What follows belongs to an exercise in optimizing a design on an open flow for small area; a production flow would make more cautious choices.
Only simulation tests tie the RTL to the original design; equivalence was not proved.
Power is estimated from default activity; no workload was simulated.

File: flow/design.v
`timescale 1 ns / 1 ps
module DflopX4(
    input wire CLK,
    input wire [7:0] a,
    output reg [7:0] x
    );
    always @(posedge CLK) begin
        x <= a;
    end
endmodule
`timescale 1 ns / 1 ps
module matrix(
    input  wire [15:0] acc,
    input  wire [7:0]  a,
    input  wire [7:0]  b,
    output wire [15:0] sum
);
    wire pp0_0 = a[0] & b[0];
    wire pp0_1 = a[0] & b[1];
    wire pp0_2 = a[0] & b[2];
    wire pp0_3 = a[0] & b[3];
    wire pp0_4 = a[0] & b[4];
    wire pp0_5 = a[0] & b[5];
    wire pp0_6 = a[0] & b[6];
    wire pp0_7 = a[0] & b[7];
    wire pp1_0 = a[1] & b[0];
    wire pp1_1 = a[1] & b[1];
    wire pp1_2 = a[1] & b[2];
    wire pp1_3 = a[1] & b[3];
    wire pp1_4 = a[1] & b[4];
    wire pp1_5 = a[1] & b[5];
    wire pp1_6 = a[1] & b[6];
    wire pp1_7 = a[1] & b[7];
    wire pp2_0 = a[2] & b[0];
    wire pp2_1 = a[2] & b[1];
    wire pp2_2 = a[2] & b[2];
    wire pp2_3 = a[2] & b[3];
    wire pp2_4 = a[2] & b[4];
    wire pp2_5 = a[2] & b[5];
    wire pp2_6 = a[2] & b[6];
    wire pp2_7 = a[2] & b[7];
    wire pp3_0 = a[3] & b[0];
    wire pp3_1 = a[3] & b[1];
    wire pp3_2 = a[3] & b[2];
    wire pp3_3 = a[3] & b[3];
    wire pp3_4 = a[3] & b[4];
    wire pp3_5 = a[3] & b[5];
    wire pp3_6 = a[3] & b[6];
    wire pp3_7 = a[3] & b[7];
    wire pp4_0 = a[4] & b[0];
    wire pp4_1 = a[4] & b[1];
    wire pp4_2 = a[4] & b[2];
    wire pp4_3 = a[4] & b[3];
    wire pp4_4 = a[4] & b[4];
    wire pp4_5 = a[4] & b[5];
    wire pp4_6 = a[4] & b[6];
    wire pp4_7 = a[4] & b[7];
    wire pp5_0 = a[5] & b[0];
    wire pp5_1 = a[5] & b[1];
    wire pp5_2 = a[5] & b[2];
    wire pp5_3 = a[5] & b[3];
    wire pp5_4 = a[5] & b[4];
    wire pp5_5 = a[5] & b[5];
    wire pp5_6 = a[5] & b[6];
    wire pp5_7 = a[5] & b[7];
    wire pp6_0 = a[6] & b[0];
    wire pp6_1 = a[6] & b[1];
    wire pp6_2 = a[6] & b[2];
    wire pp6_3 = a[6] & b[3];
    wire pp6_4 = a[6] & b[4];
    wire pp6_5 = a[6] & b[5];
    wire pp6_6 = a[6] & b[6];
    wire pp6_7 = a[6] & b[7];
    wire pp7_0 = a[7] & b[0];
    wire pp7_1 = a[7] & b[1];
    wire pp7_2 = a[7] & b[2];
    wire pp7_3 = a[7] & b[3];
    wire pp7_4 = a[7] & b[4];
    wire pp7_5 = a[7] & b[5];
    wire pp7_6 = a[7] & b[6];
    wire pp7_7 = a[7] & b[7];
    wire w1, w2, w3, w4, w5, w6, w7, w8, w9, w10, w11, w12, w13, w14, w15, w16, w17, w18, w19, w20, w21, w22, w23, w24, w25, w26, w27, w28, w29, w30, w31, w32, w33, w34, w35, w36, w37, w38, w39, w40, w41, w42, w43, w44, w45, w46, w47, w48, w49, w50, w51, w52, w53, w54, w55, w56, w57, w58, w59, w60, w61, w62, w63, w64, w65, w66, w67, w68, w69, w70, w71, w72, w73, w74, w75, w76, w77, w78, w79, w80, w81, w82, w83, w84, w85, w86, w87, w88, w89, w90, w91, w92, w93, w94, w95, w96, w97, w98, w99, w100, w101, w102, w103, w104, w105, w106, w107, w108, w109, w110, w111, w112, w113, w114, w115, w116, w117, w118, w119, w120, w121, w122, w123, w124, w125, w126, w127, w128, w129, w130, w131, w132, w133, w134, w135, w136, w137, w138, w139, w140, w141, w142, w143, w144;
    hadd h1(pp0_0, acc[0], w1, w2);
    assign sum[0] = w1;
    fadd f1(pp0_1, pp1_0, acc[1], w3, w4);
    hadd h2(w2, w3, w5, w6);
    assign sum[1] = w5;
    fadd f2(pp0_2, pp1_1, pp2_0, w7, w8);
    fadd f3(acc[2], w7, w4, w9, w10);
    hadd h3(w6, w9, w11, w12);
    assign sum[2] = w11;
    fadd f4(pp0_3, pp1_2, pp2_1, w13, w14);
    fadd f5(pp3_0, acc[3], w8, w15, w16);
    fadd f6(w13, w15, w10, w17, w18);
    hadd h4(w12, w17, w19, w20);
    assign sum[3] = w19;
    fadd f7(pp0_4, pp1_3, pp2_2, w21, w22);
    fadd f8(pp3_1, pp4_0, acc[4], w23, w24);
    fadd f9(w14, w21, w23, w25, w26);
    fadd f10(w16, w25, w18, w27, w28);
    hadd h5(w20, w27, w29, w30);
    assign sum[4] = w29;
    fadd f11(pp0_5, pp1_4, pp2_3, w31, w32);
    fadd f12(pp3_2, pp4_1, pp5_0, w33, w34);
    fadd f13(acc[5], w22, w31, w35, w36);
    fadd f14(w33, w24, w35, w37, w38);
    fadd f15(w26, w37, w28, w39, w40);
    hadd h6(w30, w39, w41, w42);
    assign sum[5] = w41;
    fadd f16(pp0_6, pp1_5, pp2_4, w43, w44);
    fadd f17(pp3_3, pp4_2, pp5_1, w45, w46);
    fadd f18(pp6_0, acc[6], w32, w47, w48);
    fadd f19(w34, w43, w45, w49, w50);
    fadd f20(w36, w47, w49, w51, w52);
    fadd f21(w38, w51, w40, w53, w54);
    hadd h7(w42, w53, w55, w56);
    assign sum[6] = w55;
    fadd f22(pp0_7, pp1_6, pp2_5, w57, w58);
    fadd f23(pp3_4, pp4_3, pp5_2, w59, w60);
    fadd f24(pp6_1, pp7_0, acc[7], w61, w62);
    fadd f25(w44, w46, w57, w63, w64);
    fadd f26(w59, w61, w48, w65, w66);
    fadd f27(w50, w63, w65, w67, w68);
    fadd f28(w52, w67, w54, w69, w70);
    hadd h8(w56, w69, w71, w72);
    assign sum[7] = w71;
    fadd f29(pp1_7, pp2_6, pp3_5, w73, w74);
    fadd f30(pp4_4, pp5_3, pp6_2, w75, w76);
    fadd f31(pp7_1, acc[8], w58, w77, w78);
    fadd f32(w60, w73, w75, w79, w80);
    fadd f33(w62, w64, w77, w81, w82);
    fadd f34(w79, w66, w81, w83, w84);
    fadd f35(w68, w83, w70, w85, w86);
    hadd h9(w72, w85, w87, w88);
    assign sum[8] = w87;
    fadd f36(pp2_7, pp3_6, pp4_5, w89, w90);
    fadd f37(pp5_4, pp6_3, pp7_2, w91, w92);
    fadd f38(acc[9], w74, w76, w93, w94);
    fadd f39(w89, w91, w78, w95, w96);
    fadd f40(w80, w93, w82, w97, w98);
    fadd f41(w95, w84, w97, w99, w100);
    fadd f42(w99, w86, w88, w101, w102);
    assign sum[9] = w101;
    fadd f43(pp3_7, pp4_6, pp5_5, w103, w104);
    fadd f44(pp6_4, pp7_3, acc[10], w105, w106);
    fadd f45(w90, w92, w103, w107, w108);
    fadd f46(w105, w94, w107, w109, w110);
    fadd f47(w96, w109, w98, w111, w112);
    fadd f48(w100, w111, w102, w113, w114);
    assign sum[10] = w113;
    fadd f49(pp4_7, pp5_6, pp6_5, w115, w116);
    fadd f50(pp7_4, acc[11], w104, w117, w118);
    fadd f51(w115, w106, w108, w119, w120);
    fadd f52(w117, w110, w119, w121, w122);
    fadd f53(w121, w112, w114, w123, w124);
    assign sum[11] = w123;
    fadd f54(pp5_7, pp6_6, pp7_5, w125, w126);
    fadd f55(acc[12], w116, w125, w127, w128);
    fadd f56(w118, w127, w120, w129, w130);
    fadd f57(w122, w129, w124, w131, w132);
    assign sum[12] = w131;
    fadd f58(pp6_7, pp7_6, acc[13], w133, w134);
    fadd f59(w126, w133, w128, w135, w136);
    fadd f60(w135, w130, w132, w137, w138);
    assign sum[13] = w137;
    fadd f61(pp7_7, acc[14], w134, w139, w140);
    fadd f62(w139, w136, w138, w141, w142);
    assign sum[14] = w141;
    assign w143 = acc[15] ^ w140;
    assign w144 = w143 ^ w142;
    assign sum[15] = w144;
endmodule
module fadd(input wire x, input wire y, input wire z, output wire s, output wire c);
    assign {c, s} = x + y + z;
endmodule
module hadd(input wire x, input wire y, output wire s, output wire c);
    assign {c, s} = x + y;
endmodule
`timescale 1 ns / 1 ps
module data_loader(
    input wire CLK,
    input wire [7:0] data,
    input wire [1:0] ctrl_logic,
    output reg [255:0] res_mat
);
    wire [7:0] data_out;
    DflopX4 data_flop(CLK, data, data_out);
    reg n4, n3;
    wire n2 = ~n4 & ~n3;
    reg [1:0] row, col;
    reg       phb;
    reg       done;
    wire cmd_data  = (ctrl_logic == 2'd0);
    wire cmd_head  = (ctrl_logic == 2'd1);
    wire cmd_clear = (ctrl_logic == 2'd2);
    wire [1:0] nm1 = n4 ? 2'd3 : (n3 ? 2'd2 : 2'd1);
    wire col_last = (col == nm1);
    wire row_last = (row == nm1);
    always @(posedge CLK) begin
        if (cmd_head) begin
            n4 <= data_out[2];
            n3 <= data_out[1] & data_out[0];
        end
    end
    always @(posedge CLK) begin
        done <= cmd_data & phb & col_last & row_last;
        if (cmd_clear) begin
            row <= 2'd0;
            col <= 2'd0;
            phb <= 1'b0;
        end else if (cmd_data) begin
            if (col_last) begin
                col <= 2'd0;
                if (row_last) begin
                    row <= 2'd0;
                    phb <= 1'b1;
                end else begin
                    row <= row + 2'd1;
                end
            end else begin
                col <= col + 2'd1;
            end
        end
    end
    reg [7:0] a [0:15];
    wire sh_a = cmd_data & (~phb | col_last);
    integer p;
    always @(posedge CLK) begin
        if (sh_a) begin
            a[0] <= data_out;
            for (p = 1; p < 16; p = p + 1)
                a[p] <= a[p - 1];
        end
    end
    reg [15:0] ps [0:15];
    wire [7:0] a0 = n4 ? a[15] : a[8];
    wire [7:0] a1 = n4 ? a[11] : a[5];
    wire [7:0] a2 = n4 ? a[7] : (n3 ? a[2] : a[1]);
    wire [7:0] a3 = a[3];
    wire first = (row == 2'd0);
    wire [15:0] t0 = first ? 16'd0 : (n4 ? ps[15] : ps[8]);
    wire [15:0] t1 = first ? 16'd0 : (n4 ? ps[11] : ps[5]);
    wire [15:0] t2 = first ? 16'd0 : (n4 ? ps[7] : (n3 ? ps[2] : ps[1]));
    wire [15:0] t3 = first ? 16'd0 : ps[3];
    wire [15:0] s0, s1, s2, s3;
    matrix mac0(t0, a0, data_out, s0);
    matrix mac1(t1, a1, data_out, s1);
    matrix mac2(t2, a2, data_out, s2);
    matrix mac3(t3, a3, data_out, s3);
    wire sh_p = cmd_data & phb;
    always @(posedge CLK) begin
        if (sh_p) begin
            ps[0] <= n4 ? s3 : s2;
            for (p = 1; p < 16; p = p + 1)
                ps[p] <= ps[p - 1];
            if (n2) ps[2] <= s3;
            if (n3) ps[3] <= s1;
            if (n4) ps[4] <= s2;
            if (n3) ps[6] <= s0;
            if (n4) ps[8] <= s1;
            ps[12] <= s0;
        end
    end
    integer s;
    always @(posedge CLK) begin
        if (done) begin
            for (s = 0; s < 4; s = s + 1)
                res_mat[16 * s +: 16] <= ps[s];
            if (~n2)
                for (s = 4; s < 9; s = s + 1)
                    res_mat[16 * s +: 16] <= ps[s];
            if (n4)
                for (s = 9; s < 16; s = s + 1)
                    res_mat[16 * s +: 16] <= ps[s];
        end
    end
endmodule
File: flow/flow/run.sh
#!/bin/bash
# The standard layout, with two changes to how it is made:
#  - ports are buffered with buf_1 rather than the resizer's default buffer;
#  - clock tree synthesis inserts no dummy loads and builds from clkbuf_4;
set -euo pipefail
bash standard.sh \
  "BUFFER_PORTS_ARGS=-buffer_cell sky130_fd_sc_hd__buf_1" \
  "CTS_ARGS=-sink_clustering_enable -repair_clock_nets -dont_use_dummy_load -buf_list sky130_fd_sc_hd__clkbuf_4" \
  finish > make.log 2>&1
File: flow/standard.sh
#!/bin/bash
# synth_recipe.tcl (not shown) runs the flow's synth.tcl, then flattens the netlist and writes it again
# the make line also repeats each setting of config.mk as NAME=value (left out here)
make -C /OpenROAD-flow-scripts/flow DESIGN_CONFIG=/design/flow/config.mk WORK_HOME=/design/flow/orfs CLKGATE_MAP_FILE= SYNTH_SCRIPT=/design/flow/synth_recipe.tcl "${@:-finish}"
File: flow/config.mk
export PLATFORM = sky130hd
export DESIGN_NAME = data_loader
export DESIGN_NICKNAME = data_loader
export VERILOG_FILES = /design/flow/design.v
export SDC_FILE = /design/flow/constraint.sdc
export NUM_CORES = 4
export LEC_CHECK = 0
export CAP_MARGIN = 20
export CORE_MARGIN = 2
export CORE_UTILIZATION = 40
export SLEW_MARGIN = 20
export SYNTH_HIERARCHICAL = 1
File: flow/constraint.sdc
create_clock -name core_clock -period 10.0 [get_ports {CLK}]
set_input_delay 2.0000 -clock core_clock [delete_from_list [all_inputs] [get_ports {CLK}]]
set_output_delay 2.0000 -clock core_clock [all_outputs]
set_load 0.01 [all_outputs]
==> notes.md <==
-- kinds of logic after synthesis --
kind of cell,share of synthesized area [%]
xor gates and xnor gates,0.318
adders and majority gates,18.1
muxes,6.77
buffers and inverters,2.18
and+or+nand+nor,7.00
DFF,65.3
AOI/OAI and AO/OA,0.305
-- per-module statistics from Yosys, one instance, submodules excluded --
module / cells inside / flip-flops and latches / times used
data_loader: 979 / 648 / 1
matrix: 81 / 0 / 4
DflopX4: 8 / 8 / 1
fadd: 1 / 0 / 248
hadd: 1 / 0 / 36
-- worst max-delay path, cell delays in order (launching register included) --
cell	delay [ns]
edfxtp_1	0.87
mux2_2	0.47
and2_1	0.17
fa_1	0.45
fa_1	0.50
fa_1	0.47
fa_1	0.43
fa_1	0.43
fa_1	0.43
fa_1	0.45
fa_1	0.47
ha_1	0.23
fa_1	0.41
fa_1	0.42
fa_1	0.44
fa_1	0.44
fa_1	0.44
fa_1	0.41
xor3_1	0.22
mux2_2	0.28
-- cells in the final DEF, fill, tap and decap left out, types with 3 or more instances in the layout --
| cell type | netlist | routed |
|---|---|---|
| and2_1 | 260 | 258 |
| buf_1 | 0 | 266 |
| buf_12 | 0 | 3 |
| buf_4 | 71 | 25 |
| clkbuf_4 | 0 | 169 |
| dfxtp_1 | 14 | 10 |
| dfxtp_2 | 0 | 4 |
| diode_2 | 0 | 3 |
| edfxtp_1 | 642 | 642 |
| fa_1 | 248 | 248 |
| ha_1 | 37 | 36 |
| mux2_1 | 20 | 20 |
| mux2_2 | 108 | 108 |
| mux2i_1 | 57 | 57 |
| nand2_1 | 12 | 12 |
| nor2_1 | 50 | 50 |
| nor2b_1 | 18 | 17 |
| o21ai_1 | 10 | 10 |
| xor3_1 | 4 | 4 |
-- registers in the layout, summed over array words and instances, names as in the netlist --
register / flops
res_mat: 256
phb: 1
data_flop.x: 8
ps: 256
done: 1
row: 2
col: 2
a: 128
n4: 1
n3: 1
-- power breakdown --
group          leakage [nW]  internal (mW)  switching [mW]  total [mW]
registers              5.94           3.12          0.0338        3.15
logic                  4.92          0.688           0.864        1.55
clock network         0.778          0.763           0.930        1.69
-- path summary, 6_finish.rpt --
path	startpoint	to	slack, ns
setup / recovery	n4	ps[6][15]	1.25
hold / removal	a[6][6]	a[7][6]	0.37
setup reg to reg	n4	ps[6][15]	1.25
hold reg to reg	a[6][6]	a[7][6]	0.37
-- cell type report --
class	instances	area share, %
multi-input cells	843	29.5
inverters	2	0.0227
diodes	3	0.0227
well taps	969	3.67
clock buffers	169	3.84
flip-flops and latches	656	59.2
repair buffers	294	3.77
-- per-stage QoR --
step	util (%)	setup slack, ns	hold slack [ns]	std cells	power, mW
after global routing	44.5	0.900	0.351	2936	6.79
after floorplan	-	1.23	0.400	1595	4.49
after global placement	42.8	1.33	0.401	2764	4.78
final	44.5	1.25	0.366	2936	6.40
after CTS	44.5	1.19	0.364	2933	6.52
after detailed placement	42.8	1.25	0.405	2764	4.79
-- layer usage --
| layer | global-route usage (%) | vias to the layer above | wire length, um |
|---|---|---|---|
| met2 | 29.3 | 518 | 33500 |
| met3 | 4.73 | 108 | 3870 |
| met1 | 24.8 | 7809 | 30300 |
| li1 | - | 6437 | - |
| met5 | 0 | - | 0 |
| met4 | 6.44 | 0 | 1600 |
==> impl_metrics.ini <==
[run_status]
run_status = timing/DRC/antenna clean

[timing]
timing_max_transition_violations_final = 0
finalSetupViolCount = 0
worstMarginPinSlew_ns = 0.998
unrepaired_setup_endpoints_after_global_routing = no
tns_ns = 0
layout_min_cycle_time_ns = 8.75
skew_ns = 0.0878
timing.max_slew.rel_slack_pct = 33.4
final_clock_period_utilization_by_the_worst_path_pct = 87.5
final-hold-violation-count = 0
max_clock_freq_mhz = 114

[final_layout]
design.final.nets = 2262
multi_input_area_mm2 = 0.00977
final-seq-area_mm2 = 0.0196
nFillCells = 6538
synthToLayoutAreaGrowth_pct = 10.4
post_route_cells_drive_above_1_share_pct = 16.2
finalInstanceArea_mm2 = 0.0331

[worst_setup_path]
critPathCaptureType = flop
critPathRequiredTime_ns = 10.66
worstPathArrival_ns = 9.41
critical_path.max_fanout = 17
critPathKind = reg -> reg
setup.worst_path.start_class = flop
ff2ff_path_depth = 19

[routing]
avgRoutedWirePerCell_um = 23.6
initial_drt_pass_iterations = 5
ant_nets = 0
viasPerCell = 5.07
vias = 14900
drtIter0Drc = 1077
drc = 0
totalWireLength_mm = 69.3

[die]
floorplan.core_area_mm2 = 0.0743
dieArea_mm2 = 0.0771
ioPinCount = 267
die_h_um = 278
floorplan.initialDensity_pct = 40.3
die_w_um = 278
core.rowCount = 100

[logic_synthesis]
synth_edf_count = 642
top_count_cell_post_synth = edfxtp_1
synth_common_cells = 642 x edfxtp_1, 260 x and2_1, 248 x fa_1
count_of_warnings_emitted_by_yosys = 10
mappedNetlistNets = 1891
netlist.area_leader.share_pct = 64.4
synth.avg_cell_area_um2 = 18.8
syn-instance-count = 1595
syn-cell-area_mm2 = 0.0299
synth_async_sr_flop_share_pct = 0
ys_ff_latch = 656
ys_dominant_reg_cell = edfxtp_1
synth.yosys.seq_area_share_pct = 65.3
synth_top_cells_by_area = edfxtp_1 64%, fa_1 17%, and2_1 5.4%
synthDominantAreaCellType = edfxtp_1
yosys.cell_types.count = 34

[clock_network]
clk-insertion-delay-late_ns = 0.97
tritoncts.num_buffers = 169
cts_hold_repair.buffers = 0
path_clk_slew_ns = 0.06
post_cts.resized_instances = 0
clkSinkCount = 656
cts-htree-levels = 4
root_buffer = clkbuf_4
cts_setup_buffers = 0
clock_tree.buffer_depth = 3
cts_tree = yes

[global_route]
number_of_global_route_vias_before_repair = 16700
total_gr_overflow = 0
grt_start_max_net_pins = 166
number_of_antenna_violations_at_the_first_check_in_global_routing = 7
grt_first_pass_wirelength_mm = 104
grt_use_total_pct = 18.5

[pwr]
p_leak_nw = 11.6
power_density_over_the_cells_mw_per_mm2 = 193
worst_ir_drop_vdd_mv = 0.0910

[hold_path]
min_path_cells = 0
worst_hold_check_path_type = reg -> reg

[job]
max-cap-violations = 0

[placed_design]
place.port_buffers = 266
detailed_place_hpwl_mm = 48.5
post_dp_cell_area_mm2 = 0.0318
gpl.final_weighted_congestion = 0.849

[static timing again, ports no longer ideal]
The results above use ideal ports. As a check the final layout listed here was re-extracted and re-timed, cells and wires unchanged. Step 1 assumes that a clkbuf_16 drives the clock port and a buf_2 every other input. Step 2 times the ports against the registers' clock, not the clock port: input delays grow and output delays shrink by t, the midpoint of the rising clock arrivals with the driver on. a / b / c = no drivers / after step 1 / after step 2; a / b = the first two.
t (ns): 0.988
slack for setup (ns): 1.248 / 1.248 / 1.248
worst hold slack (ns): 0.366 / 0.366 / 0.366
worst setup path at the end: register to register
After both steps this run still meets setup and hold. For this run, drivers alone change the setup slack by 0.000 ns; drivers and shift together by 0.000 ns.
